Background: an optimization exercise with open tools, aiming at small area, a short achievable clock period and few clock cycles. Do not read the settings as production practice.
Only simulation tests tie the RTL to the original design; equivalence was not proved.
Power figures rest on the tool's default switching activity, not on a simulated workload.

## flow/config.mk

```make
export PLATFORM = sky130hd
export DESIGN_NAME = LMFE
export DESIGN_NICKNAME = LMFE
export VERILOG_FILES = /design/flow/design.v
export SDC_FILE = /design/flow/constraint.sdc
export NUM_CORES = 4
export LEC_CHECK = 0
export CAP_MARGIN = 20
export CORE_MARGIN = 2
export CORE_UTILIZATION = 40
export SLEW_MARGIN = 20
```

## flow/constraint.sdc

```tcl
create_clock -name core_clock -period 6.0 [get_ports {clk}]
set_input_delay 1.2000 -clock core_clock [delete_from_list [all_inputs] [get_ports {clk}]]
set_output_delay 1.2000 -clock core_clock [all_outputs]
set_load 0.01 [all_outputs]
```

## flow/design.v

```verilog
module LMFE ( clk, reset, Din, in_en, busy, out_valid, Dout, mem_cen, mem_wen, mem_addr, mem_d, mem_q);
input   clk;
input   reset;
input   in_en;
output  busy;
output  out_valid;
input   [7:0]  Din;
output  [7:0]  Dout;
output  mem_cen;
output  mem_wen;
output  [9:0]  mem_addr;
output  [7:0]  mem_d;
input   [7:0]  mem_q;
wire [7:0] med_d_w;
wire med_en_w;
wire med_del_w;
wire newline_w;
control MainCT( .clk(clk), .rst(reset), .data_in(Din), .in_en(in_en), .busy(busy), .med_data(med_d_w), .med_en(med_en_w), .med_del(med_del_w), .cen(mem_cen), .wen(mem_wen), .addr(mem_addr), .memd(mem_d), .memq(mem_q), .out_valid(out_valid), .newline(newline_w));
insert_sort med(.clk(clk), .rst(reset) , .data_valid(med_en_w) , .data_in(med_d_w), .data_out(Dout), .del_valid(med_del_w), .newline(newline_w)); 
endmodule
module insert_sort(clk,rst,data_valid,data_in,data_out,del_valid,newline); 
input clk,rst,data_valid,del_valid,newline;
input [7:0]data_in;
output [7:0] data_out;
reg [7:0] in_r;
reg [6:0] counter_r;
wire [6:0] counter_w;
reg [1:0] state_r,state_w;
reg [7:0] list_r [48:0];
reg [7:0] list_w [48:0];
wire [48:0] pos_w;
integer i,k; 
parameter S_idle=3'd0;
parameter S_load=3'd1;
parameter S_done=3'd2;
parameter S_dele=3'd3;
assign pos_w[0]=(in_r>list_r[0]);
assign pos_w[1]=(in_r>list_r[1]);
assign pos_w[2]=(in_r>list_r[2]);
assign pos_w[3]=(in_r>list_r[3]);
assign pos_w[4]=(in_r>list_r[4]);
assign pos_w[5]=(in_r>list_r[5]);
assign pos_w[6]=(in_r>list_r[6]);
assign pos_w[7]=(in_r>list_r[7]);
assign pos_w[8]=(in_r>list_r[8]);
assign pos_w[9]=(in_r>list_r[9]);
assign pos_w[10]=(in_r>list_r[10]);
assign pos_w[11]=(in_r>list_r[11]);
assign pos_w[12]=(in_r>list_r[12]);
assign pos_w[13]=(in_r>list_r[13]);
assign pos_w[14]=(in_r>list_r[14]);
assign pos_w[15]=(in_r>list_r[15]);
assign pos_w[16]=(in_r>list_r[16]);
assign pos_w[17]=(in_r>list_r[17]);
assign pos_w[18]=(in_r>list_r[18]);
assign pos_w[19]=(in_r>list_r[19]);
assign pos_w[20]=(in_r>list_r[20]);
assign pos_w[21]=(in_r>list_r[21]);
assign pos_w[22]=(in_r>list_r[22]);
assign pos_w[23]=(in_r>list_r[23]);
assign pos_w[24]=(in_r>list_r[24]);
assign pos_w[25]=(in_r>list_r[25]);
assign pos_w[26]=(in_r>list_r[26]);
assign pos_w[27]=(in_r>list_r[27]);
assign pos_w[28]=(in_r>list_r[28]);
assign pos_w[29]=(in_r>list_r[29]);
assign pos_w[30]=(in_r>list_r[30]);
assign pos_w[31]=(in_r>list_r[31]);
assign pos_w[32]=(in_r>list_r[32]);
assign pos_w[33]=(in_r>list_r[33]);
assign pos_w[34]=(in_r>list_r[34]);
assign pos_w[35]=(in_r>list_r[35]);
assign pos_w[36]=(in_r>list_r[36]);
assign pos_w[37]=(in_r>list_r[37]);
assign pos_w[38]=(in_r>list_r[38]);
assign pos_w[39]=(in_r>list_r[39]);
assign pos_w[40]=(in_r>list_r[40]);
assign pos_w[41]=(in_r>list_r[41]);
assign pos_w[42]=(in_r>list_r[42]);
assign pos_w[43]=(in_r>list_r[43]);
assign pos_w[44]=(in_r>list_r[44]);
assign pos_w[45]=(in_r>list_r[45]);
assign pos_w[46]=(in_r>list_r[46]);
assign pos_w[47]=(in_r>list_r[47]);
assign pos_w[48]=(in_r>list_r[48]);
assign counter_w=(state_r==S_load)?counter_r+7'b1:7'b0;
assign data_out=list_r[24];
always@(*)
begin
	case(state_r)
		S_idle:  
		begin
			list_w[0]=list_r[0];
			list_w[1]=list_r[1];
			list_w[2]=list_r[2];
			list_w[3]=list_r[3];
			list_w[4]=list_r[4];
			list_w[5]=list_r[5];
			list_w[6]=list_r[6];
			list_w[7]=list_r[7];
			list_w[8]=list_r[8];
			list_w[9]=list_r[9];
			list_w[10]=list_r[10];
			list_w[11]=list_r[11];
			list_w[12]=list_r[12];
			list_w[13]=list_r[13];
			list_w[14]=list_r[14];
			list_w[15]=list_r[15];
			list_w[16]=list_r[16];
			list_w[17]=list_r[17];
			list_w[18]=list_r[18];
			list_w[19]=list_r[19];
			list_w[20]=list_r[20];
			list_w[21]=list_r[21];
			list_w[22]=list_r[22];
			list_w[23]=list_r[23];
			list_w[24]=list_r[24];
			list_w[25]=list_r[25];
			list_w[26]=list_r[26];
			list_w[27]=list_r[27];
			list_w[28]=list_r[28];
			list_w[29]=list_r[29];
			list_w[30]=list_r[30];
			list_w[31]=list_r[31];
			list_w[32]=list_r[32];
			list_w[33]=list_r[33];
			list_w[34]=list_r[34];
			list_w[35]=list_r[35];
			list_w[36]=list_r[36];
			list_w[37]=list_r[37];
			list_w[38]=list_r[38];
			list_w[39]=list_r[39];
			list_w[40]=list_r[40];
			list_w[41]=list_r[41];
			list_w[42]=list_r[42];
			list_w[43]=list_r[43];	
			list_w[44]=list_r[44];
			list_w[45]=list_r[45];
			list_w[46]=list_r[46];
			list_w[47]=list_r[47];
			list_w[48]=list_r[48];		
		end
		S_load:
		begin
			list_w[0]=((state_r==S_load)&&(pos_w[0]==1'b1))?list_r[0]:in_r;
			list_w[1]=(pos_w[1]==1'b1)?list_r[1]:((pos_w[0]==1'b1)&&(pos_w[1]==1'b0))?in_r:list_r[0];
			list_w[2]=(pos_w[2]==1'b1)?list_r[2]:((pos_w[1]==1'b1)&&(pos_w[2]==1'b0))?in_r:list_r[1];
			list_w[3]=(pos_w[3]==1'b1)?list_r[3]:((pos_w[2]==1'b1)&&(pos_w[3]==1'b0))?in_r:list_r[2];
			list_w[4]=(pos_w[4]==1'b1)?list_r[4]:((pos_w[3]==1'b1)&&(pos_w[4]==1'b0))?in_r:list_r[3];
			list_w[5]=(pos_w[5]==1'b1)?list_r[5]:((pos_w[4]==1'b1)&&(pos_w[5]==1'b0))?in_r:list_r[4];
			list_w[6]=(pos_w[6]==1'b1)?list_r[6]:((pos_w[5]==1'b1)&&(pos_w[6]==1'b0))?in_r:list_r[5];
			list_w[7]=(pos_w[7]==1'b1)?list_r[7]:((pos_w[6]==1'b1)&&(pos_w[7]==1'b0))?in_r:list_r[6];
			list_w[8]=(pos_w[8]==1'b1)?list_r[8]:((pos_w[7]==1'b1)&&(pos_w[8]==1'b0))?in_r:list_r[7];
			list_w[9]=(pos_w[9]==1'b1)?list_r[9]:((pos_w[8]==1'b1)&&(pos_w[9]==1'b0))?in_r:list_r[8];
			list_w[10]=(pos_w[10]==1'b1)?list_r[10]:((pos_w[9]==1'b1)&&(pos_w[10]==1'b0))?in_r:list_r[9];
			list_w[11]=(pos_w[11]==1'b1)?list_r[11]:((pos_w[10]==1'b1)&&(pos_w[11]==1'b0))?in_r:list_r[10];
			list_w[12]=(pos_w[12]==1'b1)?list_r[12]:((pos_w[11]==1'b1)&&(pos_w[12]==1'b0))?in_r:list_r[11];
			list_w[13]=(pos_w[13]==1'b1)?list_r[13]:((pos_w[12]==1'b1)&&(pos_w[13]==1'b0))?in_r:list_r[12];
			list_w[14]=(pos_w[14]==1'b1)?list_r[14]:((pos_w[13]==1'b1)&&(pos_w[14]==1'b0))?in_r:list_r[13];
			list_w[15]=(pos_w[15]==1'b1)?list_r[15]:((pos_w[14]==1'b1)&&(pos_w[15]==1'b0))?in_r:list_r[14];
			list_w[16]=(pos_w[16]==1'b1)?list_r[16]:((pos_w[15]==1'b1)&&(pos_w[16]==1'b0))?in_r:list_r[15];
			list_w[17]=(pos_w[17]==1'b1)?list_r[17]:((pos_w[16]==1'b1)&&(pos_w[17]==1'b0))?in_r:list_r[16];
			list_w[18]=(pos_w[18]==1'b1)?list_r[18]:((pos_w[17]==1'b1)&&(pos_w[18]==1'b0))?in_r:list_r[17];
			list_w[19]=(pos_w[19]==1'b1)?list_r[19]:((pos_w[18]==1'b1)&&(pos_w[19]==1'b0))?in_r:list_r[18];
			list_w[20]=(pos_w[20]==1'b1)?list_r[20]:((pos_w[19]==1'b1)&&(pos_w[20]==1'b0))?in_r:list_r[19];
			list_w[21]=(pos_w[21]==1'b1)?list_r[21]:((pos_w[20]==1'b1)&&(pos_w[21]==1'b0))?in_r:list_r[20];
			list_w[22]=(pos_w[22]==1'b1)?list_r[22]:((pos_w[21]==1'b1)&&(pos_w[22]==1'b0))?in_r:list_r[21];
			list_w[23]=(pos_w[23]==1'b1)?list_r[23]:((pos_w[22]==1'b1)&&(pos_w[23]==1'b0))?in_r:list_r[22];
			list_w[24]=(pos_w[24]==1'b1)?list_r[24]:((pos_w[23]==1'b1)&&(pos_w[24]==1'b0))?in_r:list_r[23];
			list_w[25]=(pos_w[25]==1'b1)?list_r[25]:((pos_w[24]==1'b1)&&(pos_w[25]==1'b0))?in_r:list_r[24];
			list_w[26]=(pos_w[26]==1'b1)?list_r[26]:((pos_w[25]==1'b1)&&(pos_w[26]==1'b0))?in_r:list_r[25];
			list_w[27]=(pos_w[27]==1'b1)?list_r[27]:((pos_w[26]==1'b1)&&(pos_w[27]==1'b0))?in_r:list_r[26];
			list_w[28]=(pos_w[28]==1'b1)?list_r[28]:((pos_w[27]==1'b1)&&(pos_w[28]==1'b0))?in_r:list_r[27];
			list_w[29]=(pos_w[29]==1'b1)?list_r[29]:((pos_w[28]==1'b1)&&(pos_w[29]==1'b0))?in_r:list_r[28];
			list_w[30]=(pos_w[30]==1'b1)?list_r[30]:((pos_w[29]==1'b1)&&(pos_w[30]==1'b0))?in_r:list_r[29];
			list_w[31]=(pos_w[31]==1'b1)?list_r[31]:((pos_w[30]==1'b1)&&(pos_w[31]==1'b0))?in_r:list_r[30];	
			list_w[32]=(pos_w[32]==1'b1)?list_r[32]:((pos_w[31]==1'b1)&&(pos_w[32]==1'b0))?in_r:list_r[31];
			list_w[33]=(pos_w[33]==1'b1)?list_r[33]:((pos_w[32]==1'b1)&&(pos_w[33]==1'b0))?in_r:list_r[32];	
			list_w[34]=(pos_w[34]==1'b1)?list_r[34]:((pos_w[33]==1'b1)&&(pos_w[34]==1'b0))?in_r:list_r[33];
			list_w[35]=(pos_w[35]==1'b1)?list_r[35]:((pos_w[34]==1'b1)&&(pos_w[35]==1'b0))?in_r:list_r[34];	
			list_w[36]=(pos_w[36]==1'b1)?list_r[36]:((pos_w[35]==1'b1)&&(pos_w[36]==1'b0))?in_r:list_r[35];
			list_w[37]=(pos_w[37]==1'b1)?list_r[37]:((pos_w[36]==1'b1)&&(pos_w[37]==1'b0))?in_r:list_r[36];	
			list_w[38]=(pos_w[38]==1'b1)?list_r[38]:((pos_w[37]==1'b1)&&(pos_w[38]==1'b0))?in_r:list_r[37];
			list_w[39]=(pos_w[39]==1'b1)?list_r[39]:((pos_w[38]==1'b1)&&(pos_w[39]==1'b0))?in_r:list_r[38];	
			list_w[40]=(pos_w[40]==1'b1)?list_r[40]:((pos_w[39]==1'b1)&&(pos_w[40]==1'b0))?in_r:list_r[39];
			list_w[41]=(pos_w[41]==1'b1)?list_r[41]:((pos_w[40]==1'b1)&&(pos_w[41]==1'b0))?in_r:list_r[40];	
			list_w[42]=(pos_w[42]==1'b1)?list_r[42]:((pos_w[41]==1'b1)&&(pos_w[42]==1'b0))?in_r:list_r[41];
			list_w[43]=(pos_w[43]==1'b1)?list_r[43]:((pos_w[42]==1'b1)&&(pos_w[43]==1'b0))?in_r:list_r[42];	
			list_w[44]=(pos_w[44]==1'b1)?list_r[44]:((pos_w[43]==1'b1)&&(pos_w[44]==1'b0))?in_r:list_r[43];
			list_w[45]=(pos_w[45]==1'b1)?list_r[45]:((pos_w[44]==1'b1)&&(pos_w[45]==1'b0))?in_r:list_r[44];	
			list_w[46]=(pos_w[46]==1'b1)?list_r[46]:((pos_w[45]==1'b1)&&(pos_w[46]==1'b0))?in_r:list_r[45];
			list_w[47]=(pos_w[47]==1'b1)?list_r[47]:((pos_w[46]==1'b1)&&(pos_w[47]==1'b0))?in_r:list_r[46];				
			list_w[48]=(pos_w[48]==1'b1)?list_r[48]:((pos_w[47]==1'b1)&&(pos_w[48]==1'b0))?in_r:list_r[47];					
		end
		S_done:
		begin
			list_w[0]=list_r[0];
			list_w[1]=list_r[1];
			list_w[2]=list_r[2];
			list_w[3]=list_r[3];
			list_w[4]=list_r[4];
			list_w[5]=list_r[5];
			list_w[6]=list_r[6];
			list_w[7]=list_r[7];
			list_w[8]=list_r[8];
			list_w[9]=list_r[9];
			list_w[10]=list_r[10];
			list_w[11]=list_r[11];
			list_w[12]=list_r[12];
			list_w[13]=list_r[13];
			list_w[14]=list_r[14];
			list_w[15]=list_r[15];
			list_w[16]=list_r[16];
			list_w[17]=list_r[17];
			list_w[18]=list_r[18];
			list_w[19]=list_r[19];
			list_w[20]=list_r[20];
			list_w[21]=list_r[21];
			list_w[22]=list_r[22];
			list_w[23]=list_r[23];
			list_w[24]=list_r[24];
			list_w[25]=list_r[25];
			list_w[26]=list_r[26];
			list_w[27]=list_r[27];
			list_w[28]=list_r[28];
			list_w[29]=list_r[29];
			list_w[30]=list_r[30];
			list_w[31]=list_r[31];
			list_w[32]=list_r[32];
			list_w[33]=list_r[33];
			list_w[34]=list_r[34];
			list_w[35]=list_r[35];
			list_w[36]=list_r[36];
			list_w[37]=list_r[37];
			list_w[38]=list_r[38];
			list_w[39]=list_r[39];
			list_w[40]=list_r[40];
			list_w[41]=list_r[41];
			list_w[42]=list_r[42];
			list_w[43]=list_r[43];	
			list_w[44]=list_r[44];
			list_w[45]=list_r[45];
			list_w[46]=list_r[46];
			list_w[47]=list_r[47];
			list_w[48]=list_r[48];					
		end
		S_dele:
		begin
			list_w[0]=(pos_w[0]==1'b1)?list_r[0]:list_r[1];
			list_w[1]=(pos_w[1]==1'b1)?list_r[1]:list_r[2];
			list_w[2]=(pos_w[2]==1'b1)?list_r[2]:list_r[3];
			list_w[3]=(pos_w[3]==1'b1)?list_r[3]:list_r[4];
			list_w[4]=(pos_w[4]==1'b1)?list_r[4]:list_r[5];
			list_w[5]=(pos_w[5]==1'b1)?list_r[5]:list_r[6];
			list_w[6]=(pos_w[6]==1'b1)?list_r[6]:list_r[7];
			list_w[7]=(pos_w[7]==1'b1)?list_r[7]:list_r[8];
			list_w[8]=(pos_w[8]==1'b1)?list_r[8]:list_r[9];
			list_w[9]=(pos_w[9]==1'b1)?list_r[9]:list_r[10];
			list_w[10]=(pos_w[10]==1'b1)?list_r[10]:list_r[11];
			list_w[11]=(pos_w[11]==1'b1)?list_r[11]:list_r[12];
			list_w[12]=(pos_w[12]==1'b1)?list_r[12]:list_r[13];
			list_w[13]=(pos_w[13]==1'b1)?list_r[13]:list_r[14];
			list_w[14]=(pos_w[14]==1'b1)?list_r[14]:list_r[15];
			list_w[15]=(pos_w[15]==1'b1)?list_r[15]:list_r[16];
			list_w[16]=(pos_w[16]==1'b1)?list_r[16]:list_r[17];
			list_w[17]=(pos_w[17]==1'b1)?list_r[17]:list_r[18];
			list_w[18]=(pos_w[18]==1'b1)?list_r[18]:list_r[19];
			list_w[19]=(pos_w[19]==1'b1)?list_r[19]:list_r[20];
			list_w[20]=(pos_w[20]==1'b1)?list_r[20]:list_r[21];
			list_w[21]=(pos_w[21]==1'b1)?list_r[21]:list_r[22];
			list_w[22]=(pos_w[22]==1'b1)?list_r[22]:list_r[23];
			list_w[23]=(pos_w[23]==1'b1)?list_r[23]:list_r[24];
			list_w[24]=(pos_w[24]==1'b1)?list_r[24]:list_r[25];
			list_w[25]=(pos_w[25]==1'b1)?list_r[25]:list_r[26];
			list_w[26]=(pos_w[26]==1'b1)?list_r[26]:list_r[27];
			list_w[27]=(pos_w[27]==1'b1)?list_r[27]:list_r[28];
			list_w[28]=(pos_w[28]==1'b1)?list_r[28]:list_r[29];
			list_w[29]=(pos_w[29]==1'b1)?list_r[29]:list_r[30];
			list_w[30]=(pos_w[30]==1'b1)?list_r[30]:list_r[31];
			list_w[31]=(pos_w[31]==1'b1)?list_r[31]:list_r[32];
			list_w[32]=(pos_w[32]==1'b1)?list_r[32]:list_r[33];
			list_w[33]=(pos_w[33]==1'b1)?list_r[33]:list_r[34];
			list_w[34]=(pos_w[34]==1'b1)?list_r[34]:list_r[35];
			list_w[35]=(pos_w[35]==1'b1)?list_r[35]:list_r[36];
			list_w[36]=(pos_w[36]==1'b1)?list_r[36]:list_r[37];
			list_w[37]=(pos_w[37]==1'b1)?list_r[37]:list_r[38];
			list_w[38]=(pos_w[38]==1'b1)?list_r[38]:list_r[39];
			list_w[39]=(pos_w[39]==1'b1)?list_r[39]:list_r[40];
			list_w[40]=(pos_w[40]==1'b1)?list_r[40]:list_r[41];
			list_w[41]=(pos_w[41]==1'b1)?list_r[41]:list_r[42];
			list_w[42]=(pos_w[42]==1'b1)?list_r[42]:list_r[43];
			list_w[43]=(pos_w[43]==1'b1)?list_r[43]:list_r[44];
			list_w[44]=(pos_w[44]==1'b1)?list_r[44]:list_r[45];
			list_w[45]=(pos_w[45]==1'b1)?list_r[45]:list_r[46];
			list_w[46]=(pos_w[46]==1'b1)?list_r[46]:list_r[47];
			list_w[47]=(pos_w[47]==1'b1)?list_r[47]:list_r[48];
			list_w[48]=(pos_w[48]==1'b1)?list_r[48]:8'd255;			
		end	
		default:
		begin
			list_w[0]=list_r[0];
			list_w[1]=list_r[1];
			list_w[2]=list_r[2];
			list_w[3]=list_r[3];
			list_w[4]=list_r[4];
			list_w[5]=list_r[5];
			list_w[6]=list_r[6];
			list_w[7]=list_r[7];
			list_w[8]=list_r[8];
			list_w[9]=list_r[9];
			list_w[10]=list_r[10];
			list_w[11]=list_r[11];
			list_w[12]=list_r[12];
			list_w[13]=list_r[13];
			list_w[14]=list_r[14];
			list_w[15]=list_r[15];
			list_w[16]=list_r[16];
			list_w[17]=list_r[17];
			list_w[18]=list_r[18];
			list_w[19]=list_r[19];
			list_w[20]=list_r[20];
			list_w[21]=list_r[21];
			list_w[22]=list_r[22];
			list_w[23]=list_r[23];
			list_w[24]=list_r[24];
			list_w[25]=list_r[25];
			list_w[26]=list_r[26];
			list_w[27]=list_r[27];
			list_w[28]=list_r[28];
			list_w[29]=list_r[29];
			list_w[30]=list_r[30];
			list_w[31]=list_r[31];
			list_w[32]=list_r[32];
			list_w[33]=list_r[33];
			list_w[34]=list_r[34];
			list_w[35]=list_r[35];
			list_w[36]=list_r[36];
			list_w[37]=list_r[37];
			list_w[38]=list_r[38];
			list_w[39]=list_r[39];
			list_w[40]=list_r[40];
			list_w[41]=list_r[41];
			list_w[42]=list_r[42];
			list_w[43]=list_r[43];	
			list_w[44]=list_r[44];
			list_w[45]=list_r[45];
			list_w[46]=list_r[46];
			list_w[47]=list_r[47];
			list_w[48]=list_r[48];
		end
	endcase		
end
always@(*)
begin
	case(state_r)
		S_idle: begin if(data_valid) state_w=S_load; else if(del_valid) state_w=S_dele; else state_w=S_idle; end
		S_load: begin if(data_valid) state_w=S_load; else state_w=S_done; end
		S_dele: begin if(del_valid) state_w=S_dele; else state_w=S_done; end
		S_done: begin if(del_valid) state_w=S_dele; else if(data_valid) state_w=S_load; else state_w=S_idle; end
		default: state_w=state_r;
	endcase
end
always@(posedge clk or posedge rst)
begin
	if(rst)
	begin
		in_r<=7'b0;
		counter_r<=7'b0;
        state_r<=2'b0;	
		list_r[0]<=8'd0;
		list_r[1]<=8'd0;		
		list_r[2]<=8'd0;		
		list_r[3]<=8'd0;		
		list_r[4]<=8'd0;		
		list_r[5]<=8'd0;		
		list_r[6]<=8'd0;		
		list_r[7]<=8'd0;		
		list_r[8]<=8'd0;		
		list_r[9]<=8'd0;		
		list_r[10]<=8'd0;		
		list_r[11]<=8'd0;		
		list_r[12]<=8'd0;		
		list_r[13]<=8'd0;		
		list_r[14]<=8'd0;		
		list_r[15]<=8'd0;		
		list_r[16]<=8'd0;		
		list_r[17]<=8'd0;		
		list_r[18]<=8'd0;		
		list_r[19]<=8'd0;		
		list_r[20]<=8'd0;		
		list_r[21]<=8'd255;		
		list_r[22]<=8'd255;		
		list_r[23]<=8'd255;		
		list_r[24]<=8'd255;		
		list_r[25]<=8'd255;		
		list_r[26]<=8'd255;		
		list_r[27]<=8'd255;		
		list_r[28]<=8'd255;		
		list_r[29]<=8'd255;		
		list_r[30]<=8'd255;		
		list_r[31]<=8'd255;		
		list_r[32]<=8'd255;		
		list_r[33]<=8'd255;		
		list_r[34]<=8'd255;		
		list_r[35]<=8'd255;		
		list_r[36]<=8'd255;		
		list_r[37]<=8'd255;		
		list_r[38]<=8'd255;		
		list_r[39]<=8'd255;		
		list_r[40]<=8'd255;		
		list_r[41]<=8'd255;		
		list_r[42]<=8'd255;		
		list_r[43]<=8'd255;		
		list_r[44]<=8'd255;		
		list_r[45]<=8'd255;		
		list_r[46]<=8'd255;		
		list_r[47]<=8'd255;		
		list_r[48]<=8'd255;		
	end
	else if(newline)
	begin
		in_r<=7'b0;
		counter_r<=7'b0;
        state_r<=2'b0;	
		list_r[0]<=8'd0;
		list_r[1]<=8'd0;		
		list_r[2]<=8'd0;		
		list_r[3]<=8'd0;		
		list_r[4]<=8'd0;		
		list_r[5]<=8'd0;		
		list_r[6]<=8'd0;		
		list_r[7]<=8'd0;		
		list_r[8]<=8'd0;		
		list_r[9]<=8'd0;		
		list_r[10]<=8'd0;		
		list_r[11]<=8'd0;		
		list_r[12]<=8'd0;		
		list_r[13]<=8'd0;		
		list_r[14]<=8'd0;		
		list_r[15]<=8'd0;		
		list_r[16]<=8'd0;		
		list_r[17]<=8'd0;		
		list_r[18]<=8'd0;		
		list_r[19]<=8'd0;		
		list_r[20]<=8'd0;		
		list_r[21]<=8'd255;		
		list_r[22]<=8'd255;		
		list_r[23]<=8'd255;		
		list_r[24]<=8'd255;		
		list_r[25]<=8'd255;		
		list_r[26]<=8'd255;		
		list_r[27]<=8'd255;		
		list_r[28]<=8'd255;		
		list_r[29]<=8'd255;		
		list_r[30]<=8'd255;		
		list_r[31]<=8'd255;		
		list_r[32]<=8'd255;		
		list_r[33]<=8'd255;		
		list_r[34]<=8'd255;		
		list_r[35]<=8'd255;		
		list_r[36]<=8'd255;		
		list_r[37]<=8'd255;		
		list_r[38]<=8'd255;		
		list_r[39]<=8'd255;		
		list_r[40]<=8'd255;		
		list_r[41]<=8'd255;		
		list_r[42]<=8'd255;		
		list_r[43]<=8'd255;		
		list_r[44]<=8'd255;		
		list_r[45]<=8'd255;		
		list_r[46]<=8'd255;		
		list_r[47]<=8'd255;		
		list_r[48]<=8'd255;		
	end	
	else
	begin	
		in_r<=data_in;
		counter_r<=counter_w;
        state_r<=state_w;	
		list_r[0]<=list_w[0];
		list_r[1]<=list_w[1];		
		list_r[2]<=list_w[2];		
		list_r[3]<=list_w[3];		
		list_r[4]<=list_w[4];		
		list_r[5]<=list_w[5];		
		list_r[6]<=list_w[6];		
		list_r[7]<=list_w[7];		
		list_r[8]<=list_w[8];		
		list_r[9]<=list_w[9];		
		list_r[10]<=list_w[10];
		list_r[11]<=list_w[11];
		list_r[12]<=list_w[12];
		list_r[13]<=list_w[13];
		list_r[14]<=list_w[14];
		list_r[15]<=list_w[15];
		list_r[16]<=list_w[16];
		list_r[17]<=list_w[17];
		list_r[18]<=list_w[18];
		list_r[19]<=list_w[19];
		list_r[20]<=list_w[20];
		list_r[21]<=list_w[21];
		list_r[22]<=list_w[22];
		list_r[23]<=list_w[23];
		list_r[24]<=list_w[24];
		list_r[25]<=list_w[25];
		list_r[26]<=list_w[26];
		list_r[27]<=list_w[27];
		list_r[28]<=list_w[28];
		list_r[29]<=list_w[29];
		list_r[30]<=list_w[30];
		list_r[31]<=list_w[31];
		list_r[32]<=list_w[32];
		list_r[33]<=list_w[33];
		list_r[34]<=list_w[34];
		list_r[35]<=list_w[35];
		list_r[36]<=list_w[36];
		list_r[37]<=list_w[37];
		list_r[38]<=list_w[38];
		list_r[39]<=list_w[39];
		list_r[40]<=list_w[40];
		list_r[41]<=list_w[41];
		list_r[42]<=list_w[42];
		list_r[43]<=list_w[43];
		list_r[44]<=list_w[44];
		list_r[45]<=list_w[45];
		list_r[46]<=list_w[46];
		list_r[47]<=list_w[47];
		list_r[48]<=list_w[48];	
	end
end
endmodule
module control ( clk, rst, data_in, in_en, busy, med_data, med_en, med_del, cen, wen, addr, memd, memq, out_valid, newline);
input   clk;
input   rst;
input   in_en;
input   [7:0] data_in;
input   [7:0] memq;
output  [7:0] memd;
output  cen;
output  wen;
output  busy;
output  med_en;
output  med_del;
output  newline;
output  out_valid;
output  [7:0] med_data;
output  [9:0] addr;
parameter S_init=3'd0;
parameter S_prep=3'd1;
parameter S_getw=3'd2;
parameter S_work=3'd3;
parameter S_endl=3'd4;
reg [2:0] state_r,state_w;
reg [6:0] counter_row_r;
wire [6:0] counter_row_w;
reg [6:0] counter_col_r;
wire [6:0] counter_col_w;
reg [6:0] countwin_row_r;
wire [6:0] countwin_row_w;
reg [6:0] countwin_col_r;
wire [6:0] countwin_col_w;
reg wen_r;
reg wen_w;
reg cen_r;
reg cen_w;
reg [9:0] addr_r;
reg [9:0] addr_w;
reg [7:0] work_counter;
reg [5:0] getw_counter;
wire [5:0] getw_counter_w;
reg busy_r;
reg busy_w;
reg out_v_r;
reg out_v_w;
reg med_en_r,med_en_w;
reg med_del_r,med_del_w;
reg [7:0] med_data_r,med_data_w;
integer k;
reg [7:0] data_r;
wire [7:0] data_w;
reg readfin;
wire readfin_w;
wire [6:0] mask_row;
wire [2:0] addr_shift_0;
wire [2:0] addr_shift_1;
wire [2:0] addr_shift_2;
wire [2:0] addr_shift_3;
wire [2:0] addr_shift_4;
wire [2:0] addr_shift_5;
wire [2:0] addr_shift_6;
wire [2:0] addr_shift_7;
assign busy=busy_r;
assign wen=wen_r;
assign cen=cen_r;
assign memd=data_r;
assign med_data=med_data_r;
assign med_del=med_del_r;
assign med_en=med_en_r;
assign counter_col_w=(in_en)?counter_col_r+7'b1:counter_col_r;
assign counter_row_w=(in_en&&counter_col_r==7'd127)?counter_row_r+7'b1:counter_row_r;
assign countwin_col_w=(out_valid)?countwin_col_r+7'b1:countwin_col_r;
assign countwin_row_w=(countwin_col_w==7'd0 && out_valid)?countwin_row_r+7'b1:countwin_row_r;
assign mask_row=(countwin_row_w==7'd0)?7'b000_0_111:(countwin_row_w==7'd1)?7'b000_0_011:(countwin_row_w==7'd2)?7'b000_0_001:(countwin_row_w==7'd125)?7'b100_0_000:(countwin_row_w==7'd126)?7'b110_0_000:(countwin_row_w==7'd127)?7'b111_0_000:7'b0;
assign addr_shift_0=(countwin_row_w[2:0]==3'd5)?(countwin_row_w[5:3]+3'd1):(countwin_row_w[2:0]==3'd6)?(countwin_row_w[5:3]+3'd1):(countwin_row_w[2:0]==3'd7)?(countwin_row_w[5:3]+3'd1):countwin_row_w[5:3];
assign addr_shift_1=(countwin_row_w[2:0]==3'd6)?(countwin_row_w[5:3]+3'd1):(countwin_row_w[2:0]==3'd7)?(countwin_row_w[5:3]+3'd1):countwin_row_w[5:3];
assign addr_shift_2=(countwin_row_w[2:0]==3'd7)?(countwin_row_w[5:3]+3'd1):countwin_row_w[5:3];
assign addr_shift_3=countwin_row_w[5:3];
assign addr_shift_4=countwin_row_w[5:3];
assign addr_shift_5=(countwin_row_w[2:0]==3'd0)?(countwin_row_w[5:3]-3'd1):countwin_row_w[5:3];	
assign addr_shift_6=(countwin_row_w[2:0]==3'd1)?(countwin_row_w[5:3]-3'd1):(countwin_row_w[2:0]==3'd0)?(countwin_row_w[5:3]-3'd1):countwin_row_w[5:3];
assign addr_shift_7=(countwin_row_w[2:0]==3'd2)?(countwin_row_w[5:3]-3'd1):(countwin_row_w[2:0]==3'd1)?(countwin_row_w[5:3]-3'd1):(countwin_row_w[2:0]==3'd0)?(countwin_row_w[5:3]-3'd1):countwin_row_w[5:3];
assign out_valid=(work_counter==8'd34)?1'b1:(getw_counter==5'd19)?1'b1:1'b0;
assign newline=(state_r==S_endl)?1'b1:1'b0;
assign data_w=(in_en)?data_in:data_r;
assign getw_counter_w=(state_r==S_getw)?(getw_counter<19)?getw_counter+5'd1:5'd0:5'd0;
assign readfin_w=(counter_col_r==7'd127 && counter_row_r ==7'd127)?1'b1:readfin;
assign addr=addr_r;
always@(*)
begin
	case(state_r)
	S_endl:
	begin
		busy_w=1'b1;
		cen_w=1'b0;
		wen_w=(readfin==1'b0)?1'b0:1'b1;
		addr_w=(readfin==1'b0)?{counter_row_r[2:0],7'b0}:{countwin_row_r[2:0],countwin_col_r};
		med_en_w=1'd0;
		med_del_w=1'd0;
		med_data_w=8'd255;
	end
	S_prep:
	begin
		busy_w=1'b0;
		cen_w=1'b0;	
		wen_w=1'b0;	
		addr_w={counter_row_r[2:0],counter_col_r};
		med_en_w=1'd0;
		med_del_w=1'd0;
		med_data_w=8'd255;
	end
	S_init:
	begin
		busy_w=1'b0;
		cen_w=1'b0;
		wen_w=1'b0;	
		addr_w=10'd0;
		med_en_w=1'd0;
		med_del_w=1'd0;
		med_data_w=8'd255;		
	end
	S_getw:
	begin
		busy_w=1'b1;		
		cen_w=1'b0;
		wen_w=1'b1;	
		case(getw_counter)
			5'd0: begin addr_w={(countwin_row_r[2:0]-3'd3),countwin_col_r-7'd4}; end
			5'd1: begin addr_w={(countwin_row_r[2:0]-3'd2),countwin_col_r-7'd4}; end
			5'd2: begin addr_w={(countwin_row_r[2:0]-3'd1),countwin_col_r-7'd4}; end		
			5'd3: begin addr_w={(countwin_row_r[2:0]),countwin_col_r-7'd4}; end
			5'd4: begin addr_w={(countwin_row_r[2:0]+3'd1),countwin_col_r-7'd4}; end
			5'd5: begin addr_w={(countwin_row_r[2:0]+3'd2),countwin_col_r-7'd4}; end	
			5'd6: begin addr_w={(countwin_row_r[2:0]+3'd3),countwin_col_r-7'd4}; end
			5'd8: begin addr_w={(countwin_row_r[2:0]-3'd3),countwin_col_r+7'd3}; end
			5'd9: begin addr_w={(countwin_row_r[2:0]-3'd2),countwin_col_r+7'd3}; end
			5'd10: begin addr_w={(countwin_row_r[2:0]-3'd1),countwin_col_r+7'd3}; end
			5'd11: begin addr_w={(countwin_row_r[2:0]),countwin_col_r+7'd3}; end
			5'd12: begin addr_w={(countwin_row_r[2:0]+3'd1),countwin_col_r+7'd3}; end
			5'd13: begin addr_w={(countwin_row_r[2:0]+3'd2),countwin_col_r+7'd3}; end
			5'd14: begin addr_w={(countwin_row_r[2:0]+3'd3),countwin_col_r+7'd3}; end
			default: begin addr_w=addr_r; end
		endcase
		case(getw_counter)	
			5'd1: begin med_data_w=(mask_row[0])?8'd0:(countwin_col_r>3)?memq:8'd0; med_en_w=1'd0; med_del_w=1'd1; end
			5'd2: begin med_data_w=(mask_row[1])?8'd0:(countwin_col_r>3)?memq:8'd0; med_en_w=1'd0; med_del_w=1'd1; end
			5'd3: begin med_data_w=(mask_row[2])?8'd0:(countwin_col_r>3)?memq:8'd0; med_en_w=1'd0; med_del_w=1'd1; end	
			5'd4: begin med_data_w=(mask_row[3])?8'd0:(countwin_col_r>3)?memq:8'd0; med_en_w=1'd0; med_del_w=1'd1; end
			5'd5: begin med_data_w=(mask_row[4])?8'd0:(countwin_col_r>3)?memq:8'd0; med_en_w=1'd0; med_del_w=1'd1; end
			5'd6: begin med_data_w=(mask_row[5])?8'd0:(countwin_col_r>3)?memq:8'd0; med_en_w=1'd0; med_del_w=1'd1; end
			5'd7: begin med_data_w=(mask_row[6])?8'd0:(countwin_col_r>3)?memq:8'd0; med_en_w=1'd0; med_del_w=1'd1; end
			5'd9: begin med_data_w=(mask_row[0])?8'd0:(countwin_col_r<=124)?memq:8'd0; med_en_w=1'd1; med_del_w=1'd0; end
			5'd10: begin med_data_w=(mask_row[1])?8'd0:(countwin_col_r<=124)?memq:8'd0; med_en_w=1'd1; med_del_w=1'd0; end
			5'd11: begin med_data_w=(mask_row[2])?8'd0:(countwin_col_r<=124)?memq:8'd0; med_en_w=1'd1; med_del_w=1'd0; end
			5'd12: begin med_data_w=(mask_row[3])?8'd0:(countwin_col_r<=124)?memq:8'd0; med_en_w=1'd1; med_del_w=1'd0; end
			5'd13: begin med_data_w=(mask_row[4])?8'd0:(countwin_col_r<=124)?memq:8'd0; med_en_w=1'd1; med_del_w=1'd0; end
			5'd14: begin med_data_w=(mask_row[5])?8'd0:(countwin_col_r<=124)?memq:8'd0; med_en_w=1'd1; med_del_w=1'd0; end
			5'd15: begin med_data_w=(mask_row[6])?8'd0:(countwin_col_r<=124)?memq:8'd0; med_en_w=1'd1; med_del_w=1'd0; end	
			default: begin med_data_w=8'd255; med_en_w=1'd0; med_del_w=1'd0; end
		endcase
	end
	S_work:
	begin	
		busy_w=1'b1;	
		cen_w=1'b0;
		wen_w=1'b1;
		med_del_w=1'b0;	
		case(work_counter)
			8'd0: begin addr_w={(countwin_row_r[2:0]-3'd3),countwin_col_r}; end
			8'd1: begin addr_w={(countwin_row_r[2:0]-3'd2),countwin_col_r}; end
			8'd2: begin addr_w={(countwin_row_r[2:0]-3'd1),countwin_col_r}; end		
			8'd3: begin addr_w={(countwin_row_r[2:0]),countwin_col_r}; end
			8'd4: begin addr_w={(countwin_row_r[2:0]+3'd1),countwin_col_r}; end
			8'd5: begin addr_w={(countwin_row_r[2:0]+3'd2),countwin_col_r}; end	
			8'd6: begin addr_w={(countwin_row_r[2:0]+3'd3),countwin_col_r}; end
			8'd8: begin addr_w={(countwin_row_r[2:0]-3'd3),countwin_col_r+7'd1}; end
			8'd9: begin addr_w={(countwin_row_r[2:0]-3'd2),countwin_col_r+7'd1}; end
			8'd10: begin addr_w={(countwin_row_r[2:0]-3'd1),countwin_col_r+7'd1}; end
			8'd11: begin addr_w={(countwin_row_r[2:0]),countwin_col_r+7'd1}; end
			8'd12: begin addr_w={(countwin_row_r[2:0]+3'd1),countwin_col_r+7'd1}; end
			8'd13: begin addr_w={(countwin_row_r[2:0]+3'd2),countwin_col_r+7'd1}; end
			8'd14: begin addr_w={(countwin_row_r[2:0]+3'd3),countwin_col_r+7'd1}; end
			8'd16: begin addr_w={(countwin_row_r[2:0]-3'd3),countwin_col_r+7'd2}; end
			8'd17: begin addr_w={(countwin_row_r[2:0]-3'd2),countwin_col_r+7'd2}; end
			8'd18: begin addr_w={(countwin_row_r[2:0]-3'd1),countwin_col_r+7'd2}; end
			8'd19: begin addr_w={(countwin_row_r[2:0]),countwin_col_r+7'd2}; end
			8'd20: begin addr_w={(countwin_row_r[2:0]+3'd1),countwin_col_r+7'd2}; end
			8'd21: begin addr_w={(countwin_row_r[2:0]+3'd2),countwin_col_r+7'd2}; end
			8'd22: begin addr_w={(countwin_row_r[2:0]+3'd3),countwin_col_r+7'd2}; end	
			8'd24: begin addr_w={(countwin_row_r[2:0]-3'd3),countwin_col_r+7'd3}; end
			8'd25: begin addr_w={(countwin_row_r[2:0]-3'd2),countwin_col_r+7'd3}; end
			8'd26: begin addr_w={(countwin_row_r[2:0]-3'd1),countwin_col_r+7'd3}; end
			8'd27: begin addr_w={(countwin_row_r[2:0]),countwin_col_r+7'd3}; end
			8'd28: begin addr_w={(countwin_row_r[2:0]+3'd1),countwin_col_r+7'd3}; end
			8'd29: begin addr_w={(countwin_row_r[2:0]+3'd2),countwin_col_r+7'd3}; end
			8'd30: begin addr_w={(countwin_row_r[2:0]+3'd3),countwin_col_r+7'd3}; end
			default: begin addr_w=addr_r; end
		endcase
		case(work_counter)	
			8'd1: begin med_data_w=(mask_row[0])?8'd0:memq; med_en_w=1'd1; end
			8'd2: begin med_data_w=(mask_row[1])?8'd0:memq; med_en_w=1'd1; end
			8'd3: begin med_data_w=(mask_row[2])?8'd0:memq; med_en_w=1'd1; end	
			8'd4: begin med_data_w=(mask_row[3])?8'd0:memq; med_en_w=1'd1; end
			8'd5: begin med_data_w=(mask_row[4])?8'd0:memq; med_en_w=1'd1; end
			8'd6: begin med_data_w=(mask_row[5])?8'd0:memq; med_en_w=1'd1; end
			8'd7: begin med_data_w=(mask_row[6])?8'd0:memq; med_en_w=1'd1; end
			8'd9: begin med_data_w=(mask_row[0])?8'd0:memq; med_en_w=1'd1; end
			8'd10: begin med_data_w=(mask_row[1])?8'd0:memq; med_en_w=1'd1; end
			8'd11: begin med_data_w=(mask_row[2])?8'd0:memq; med_en_w=1'd1; end
			8'd12: begin med_data_w=(mask_row[3])?8'd0:memq; med_en_w=1'd1; end
			8'd13: begin med_data_w=(mask_row[4])?8'd0:memq; med_en_w=1'd1; end
			8'd14: begin med_data_w=(mask_row[5])?8'd0:memq; med_en_w=1'd1; end
			8'd15: begin med_data_w=(mask_row[6])?8'd0:memq; med_en_w=1'd1; end	
			8'd17: begin med_data_w=(mask_row[0])?8'd0:memq; med_en_w=1'd1; end
			8'd18: begin med_data_w=(mask_row[1])?8'd0:memq; med_en_w=1'd1; end
			8'd19: begin med_data_w=(mask_row[2])?8'd0:memq; med_en_w=1'd1; end
			8'd20: begin med_data_w=(mask_row[3])?8'd0:memq; med_en_w=1'd1; end
			8'd21: begin med_data_w=(mask_row[4])?8'd0:memq; med_en_w=1'd1; end
			8'd22: begin med_data_w=(mask_row[5])?8'd0:memq; med_en_w=1'd1; end
			8'd23: begin med_data_w=(mask_row[6])?8'd0:memq; med_en_w=1'd1; end	
			8'd25: begin med_data_w=(mask_row[0])?8'd0:memq; med_en_w=1'd1; end
			8'd26: begin med_data_w=(mask_row[1])?8'd0:memq; med_en_w=1'd1; end
			8'd27: begin med_data_w=(mask_row[2])?8'd0:memq; med_en_w=1'd1; end
			8'd28: begin med_data_w=(mask_row[3])?8'd0:memq; med_en_w=1'd1; end
			8'd29: begin med_data_w=(mask_row[4])?8'd0:memq; med_en_w=1'd1; end
			8'd30: begin med_data_w=(mask_row[5])?8'd0:memq; med_en_w=1'd1; end
			8'd31: begin med_data_w=(mask_row[6])?8'd0:memq; med_en_w=1'd1; end
			default: begin med_data_w=8'd255; med_en_w=1'd0; end
		endcase	
	end
	default:
	begin
		busy_w=1'b0;
		cen_w=1'b1;
		wen_w=1'b0;
		addr_w=10'd0;
		med_en_w=1'd0;
		med_del_w=1'd0;
		med_data_w=8'd255;					
	end
	endcase
end
always@(*)
begin
	case(state_r)
		S_init: begin if(in_en) state_w=S_prep; else state_w=S_init; end
		S_prep: begin if(counter_col_r==7'd127 && counter_row_r>7'd3) state_w=S_work; else state_w=S_prep;end
		S_getw: 
		begin 
			if(countwin_col_r==7'd127 && countwin_row_r<7'd127 && getw_counter==5'd19) state_w=S_endl; 
			else if(countwin_col_r==7'd127 && countwin_row_r==7'd127 && getw_counter==5'd19) state_w=S_init; 
			else state_w=S_getw; 
		end
		S_work: begin if(work_counter==8'd33) state_w=S_getw; else state_w=S_work; end
		S_endl: begin if(readfin==1'b0)state_w=S_prep; else state_w=S_work; end
		default:state_w=state_r;
	endcase
end
always@(posedge clk or posedge rst)
begin
	if(rst)
	begin
		readfin<=1'b0;
		state_r<=S_init;
		addr_r<=10'd0;
		out_v_r<=1'b0;
		cen_r<=8'd0;
		wen_r<=8'd0;
		med_en_r<=1'b0;
		med_del_r<=1'b0;
		med_data_r<=8'd0;
		work_counter<=8'd0;
		getw_counter<=5'd0;
		busy_r<=1'b0;
		data_r<=8'd0;
		counter_col_r<=7'b0;
		counter_row_r<=7'b0;
		countwin_col_r<=7'b0;
		countwin_row_r<=7'b0;		
	end
	else
	begin
		readfin<=readfin_w;	
		state_r<=state_w;
		addr_r<=addr_w;
		out_v_r<=1'b0;
		med_data_r<=med_data_w;
		cen_r<=cen_w;
		wen_r<=wen_w;
		med_en_r<=med_en_w;		
		med_del_r<=med_del_w;		
		work_counter<=(state_r==S_work && !in_en)?work_counter+8'd1:8'd0;	
		getw_counter<=getw_counter_w;
		busy_r<=busy_w;
		data_r<=data_w;
		counter_col_r<=counter_col_w;
		counter_row_r<=counter_row_w;		
		countwin_col_r<=countwin_col_w;
		countwin_row_r<=countwin_row_w;	
	end
end
endmodule
```

## flow/run.sh

```bash
#!/bin/bash
# synth_recipe.tcl (not shown) runs the flow's synth.tcl, then flattens the netlist and writes it again
# the make line also repeats each setting of config.mk as NAME=value (left out here)
make -C /OpenROAD-flow-scripts/flow DESIGN_CONFIG=/design/flow/config.mk WORK_HOME=/design/flow/orfs CLKGATE_MAP_FILE= SYNTH_SCRIPT=/design/flow/synth_recipe.tcl finish
```

==> run notes <==
The flow ran to the end and the layout has no timing, DRC or antenna violations. The final HPWL from detailed placement came out at 71.10 mm. The area growth from synthesis to layout is 9.788%. The number of global-route vias before repair came to 31688.

In this design, the critical path's most frequently occurring cell is nor4_4. The dominant cell type by area after synthesis is dfrtp_1. In this run the critical register-to-register path is captured at MainCT.med_data_r[0]. For this run, asynchronously set or reset flops after synthesis account for 100.0%. The worst-case reg-to-reg path depth is 12. The type of the worst setup path is flip-flop to flip-flop. The total inserted antenna cells is 0. The number of buffer cells added on primary ports is 48. The slew of the pin with the lowest slew margin is 1046 ps. The fraction of final layout cells sized beyond drive strength 1 came out at 9.702%.

The delay contributed by the slowest stage of the critical path came out at 520 ps. Buffers inserted during clock tree synthesis total 59. The setup check on the worst reg-to-reg path leaves a slack of 1660 ps. The number of primary I/O pins is 49.

The post-synthesis instance total came out at 4352. The worst min-delay path startpoint is MainCT.med_data_r[4]. The clock transition at the registers of the reported paths is 60 ps. The number of hold violations in the final report is 0.

The post-cts gate resize count is 0. The number of max-slew violations in the final report is 0. The total congestion overflow is 0.

The setup fix buffers added after clock tree synthesis came out at 0. The initial core utilization came out at 40.36%. Measured against its own limit, the worst slew margin works out to 29.74%.

The data required time at the worst endpoint came out at 6500 ps. For this run, the total global-route usage over all layers was measured as 21.59%. The final net count came out at 4716.

The placed standard-cell area came out at 39330 um2. The area of the mapped netlist came out at 37610 um2. The depth of the critical timing path with buffers and inverters included came out at 12. Ranked by instance count, the synthesized netlist is headed by ha_1 (415), inv_1 (395), a21oi_1 (390). The post-synthesis area per instance is 8.641 um2. The worst setup path is launched from a flip-flop. The tree is rooted in a clkbuf_16. The worst-case clock skew is 14.94 ps. Detailed routing inserted a total of 32251 vias. TritonCTS built the clock tree. The post-route cell area is 41290 um2. In the final routed layout, each cell accounts on average for 19.05 um. The first detailed-routing pass ran for 5 iterations. The max-capacitance violation count is 0.

Walking the worst path, the cells encountered are inv_1 > ha_1 > or4b_4 > o2bb2ai_2 > a31oi_4 > nor4_4 > mux2i_1 > nand4b_1 > a22oi_1 > a21oi_1 > nor4_4 > nor3_1. The number of warnings reported in the yosys synthesis log is 4. The post-route antenna net violation count is 0. The worst hold path depth came out at 1.

The share of synthesized area in the top cell type comes to 16.97%. The post-synthesis sequential area ratio is 32.62%. The min-delay analysis places its worst path in the category flip-flop to flip-flop. The slowest cell on the critical path is or4b_4. The placeable core area came out at 93190 um2.

The final setup violation count is 0. The die is 310.6 um tall. The highest fanout seen on the critical path is 11. The timing-limited maximum frequency came out at 230.3 MHz. The clock latency of the later-clocked register in the worst-skew pair came out at 640 ps. The final RePlAce weighted congestion is 0.8535.

For this block, the routed nets add up to 106.3 mm of wire. STA classifies the critical path endpoint as a flip-flop. The H-tree was split into 2 levels. Setup repair after global routing left no endpoint under its margin.

The clock sink total came out at 479. The post-cts hold buffer count came out at 0. The chip width is 310.6 um. The signal arrival time at the worst endpoint came out at 4840 ps. In the routed design, unresolved DRC markers number 0. The number of DRC markers after the initial detailed-route iteration came out at 2245. The area enclosed by the die boundary is 96490 um2. The shortest period the worst path allows is 4341 ps. The initial antenna violation count is 1. Counting flops with a built-in enable in the synthesized netlist gives 0. The total nets after synthesis came out at 4786. The worst reg2reg path startpoint is MainCT.work_counter[0]. The number of buffers and inverters on the critical path came out at 1. The count of distinct cell types in the synthesized netlist came out at 81. The worst setup slack after layout came out at 1659 ps. The average vias per placed instance is 5.777.

In this run the static leakage power is 17.34 nW. The family with the most delay on the worst path is simple AND/OR/NAND/NOR gates. The number of buffers between clock root and the deepest sink is 3. The first-pass GRT wire length is 173.9 mm.

ha_1 is the most common cell in the netlist. The utilization after layout came out at 44.31%. The maximum number of pins on one net before global-route repair is 215.

The total power per unit cell area came out at 175.6 nW/um2. The worst vdd rail ir drop is 194.0 uV. The worst hold path terminates at med.in_r[4]. The number of synthesized register bits came out at 479. Among all flip-flop cells after synthesis, the most frequent one is dfrtp_1. The post-placement setup slack came out at 1758 ps. The floorplan row count came out at 112. Ranked by total cell area, the synthesized netlist is headed by dfrtp_1 (17%), dfstp_2 (16%), ha_1 (14%). The share of the clock period used by the worst path came out at 72.35%.
routing by layer:
layer  share of wire [%]  vias up  global-route usage (%)
met3                 4.6      163                   2.386
met2                  45      751                   34.74
met1                  48    15771                   30.91
met4                 2.2        0                   5.196
li1                    -    15566                       -
met5                   0        -                       0
placed cells by master (no fill, tap or decap), types with 59 or more instances in the layout:
cell type,netlist,layout
nor2_1,382,381
nand2_1,333,331
nand3_1,129,129
ha_1,415,415
dfstp_2,224,224
o22a_1,216,216
a22o_1,124,124
o21a_1,76,76
o21ai_0,277,277
nor2b_1,80,80
dfrtp_1,255,246
mux2i_1,326,326
a31oi_1,59,59
clkbuf_16,0,61
inv_1,395,393
a21oi_1,390,390
stage by stage:
step / power [mW] / std cells / hold WS, ps / setup TNS [ps]
floorplan: 3.507 / 4352 / 427.7 / -384510
global placement: 3.629 / 5475 / 431.5 / 0
detailed placement: 3.633 / 5475 / 434.1 / 0
CTS: 7.358 / 5583 / 448.1 / 0
global route: 7.509 / 5583 / 477.8 / 0
finish: 7.250 / 5583 / 449.3 / 0
state kept, by name, indices dropped and copies added, names as in the netlist, 2 cells and up:
| signal | cells |
|---|---|
| MainCT.addr_r | 10 |
| MainCT.counter_col_r | 7 |
| MainCT.counter_row_r | 7 |
| MainCT.countwin_col_r | 7 |
| MainCT.countwin_row_r | 7 |
| MainCT.data_r | 8 |
| MainCT.getw_counter | 6 |
| MainCT.med_data_r | 8 |
| MainCT.state_r | 3 |
| MainCT.work_counter | 8 |
| med.in_r | 8 |
| med.list_r | 392 |
| med.state_r | 2 |
cell type report:
class | count | area (um2)
Fill cell | 9146 | 51900
Multi-Input combinational cell | 3251 | 23020
Sequential cell | 479 | 12300
Clock buffer | 83 | 1699
Tap cell | 1254 | 1569
Inverter | 396 | 1491
Timing Repair Buffer | 95 | 958.4
Clock inverter | 25 | 255.2
how the worst max path moves through the flow:
stage	start	endpoint	slack, ps
after global placement	MainCT.work_counter[0]	MainCT.med_data_r[3]	1840
final	MainCT.work_counter[0]	MainCT.med_data_r[0]	1660
after CTS	MainCT.work_counter[0]	out_valid	1630
after global routing	MainCT.work_counter[0]	MainCT.med_data_r[2]	1310
after floorplan	reset	MainCT.addr_r[0]	-1510
after detailed placement	MainCT.work_counter[0]	MainCT.med_data_r[0]	1760
where the power goes:
group          total [mW]  internal (mW)  leakage, nW  switching, mW
clock                3.68           2.17        0.973           1.51
combinational       0.235          0.110         10.6          0.125
sequential           3.34           3.29         5.74         0.0472
kinds of logic after synthesis:
group / after synthesis / share of synthesized area, %
adder cells (fa/ha/maj): 415 / 13.81
buffers and inverters: 622 / 6.251
flip-flops: 479 / 32.62
multiplexers: 336 / 8.976
other: 1 / 0.009971
AO/OA/AOI/OAI: 1351 / 23.93
XOR/XNOR: 43 / 1.001
AND/OR/NAND/NOR: 1105 / 13.40
Testbench counts, summed over its fixed seeds: cycles 4,153,260.

[static timing again, ports no longer ideal]
The results above use ideal ports. As a check the final layout listed here was re-extracted and re-timed, cells and wires unchanged.
Step 1, drivers: a clkbuf_16 drives clk and a buf_2 each remaining input, both assumed.
Step 2 times the ports against the registers' clock, not the clock port: input delays grow and output delays shrink by t, the midpoint of the rising clock arrivals with the driver on.
Three values: no drivers, after step 1, after step 2; two values: the first two.
t, ns: 0.698
setup WS [ns]: 1.659 / 1.604 / 1.659
worst register clock-pin slew, ns: 0.06 / 0.06
After both steps setup and hold are still met in this run. For this run, drivers alone change the setup slack by -0.055 ns; drivers and shift together by 0.000 ns.
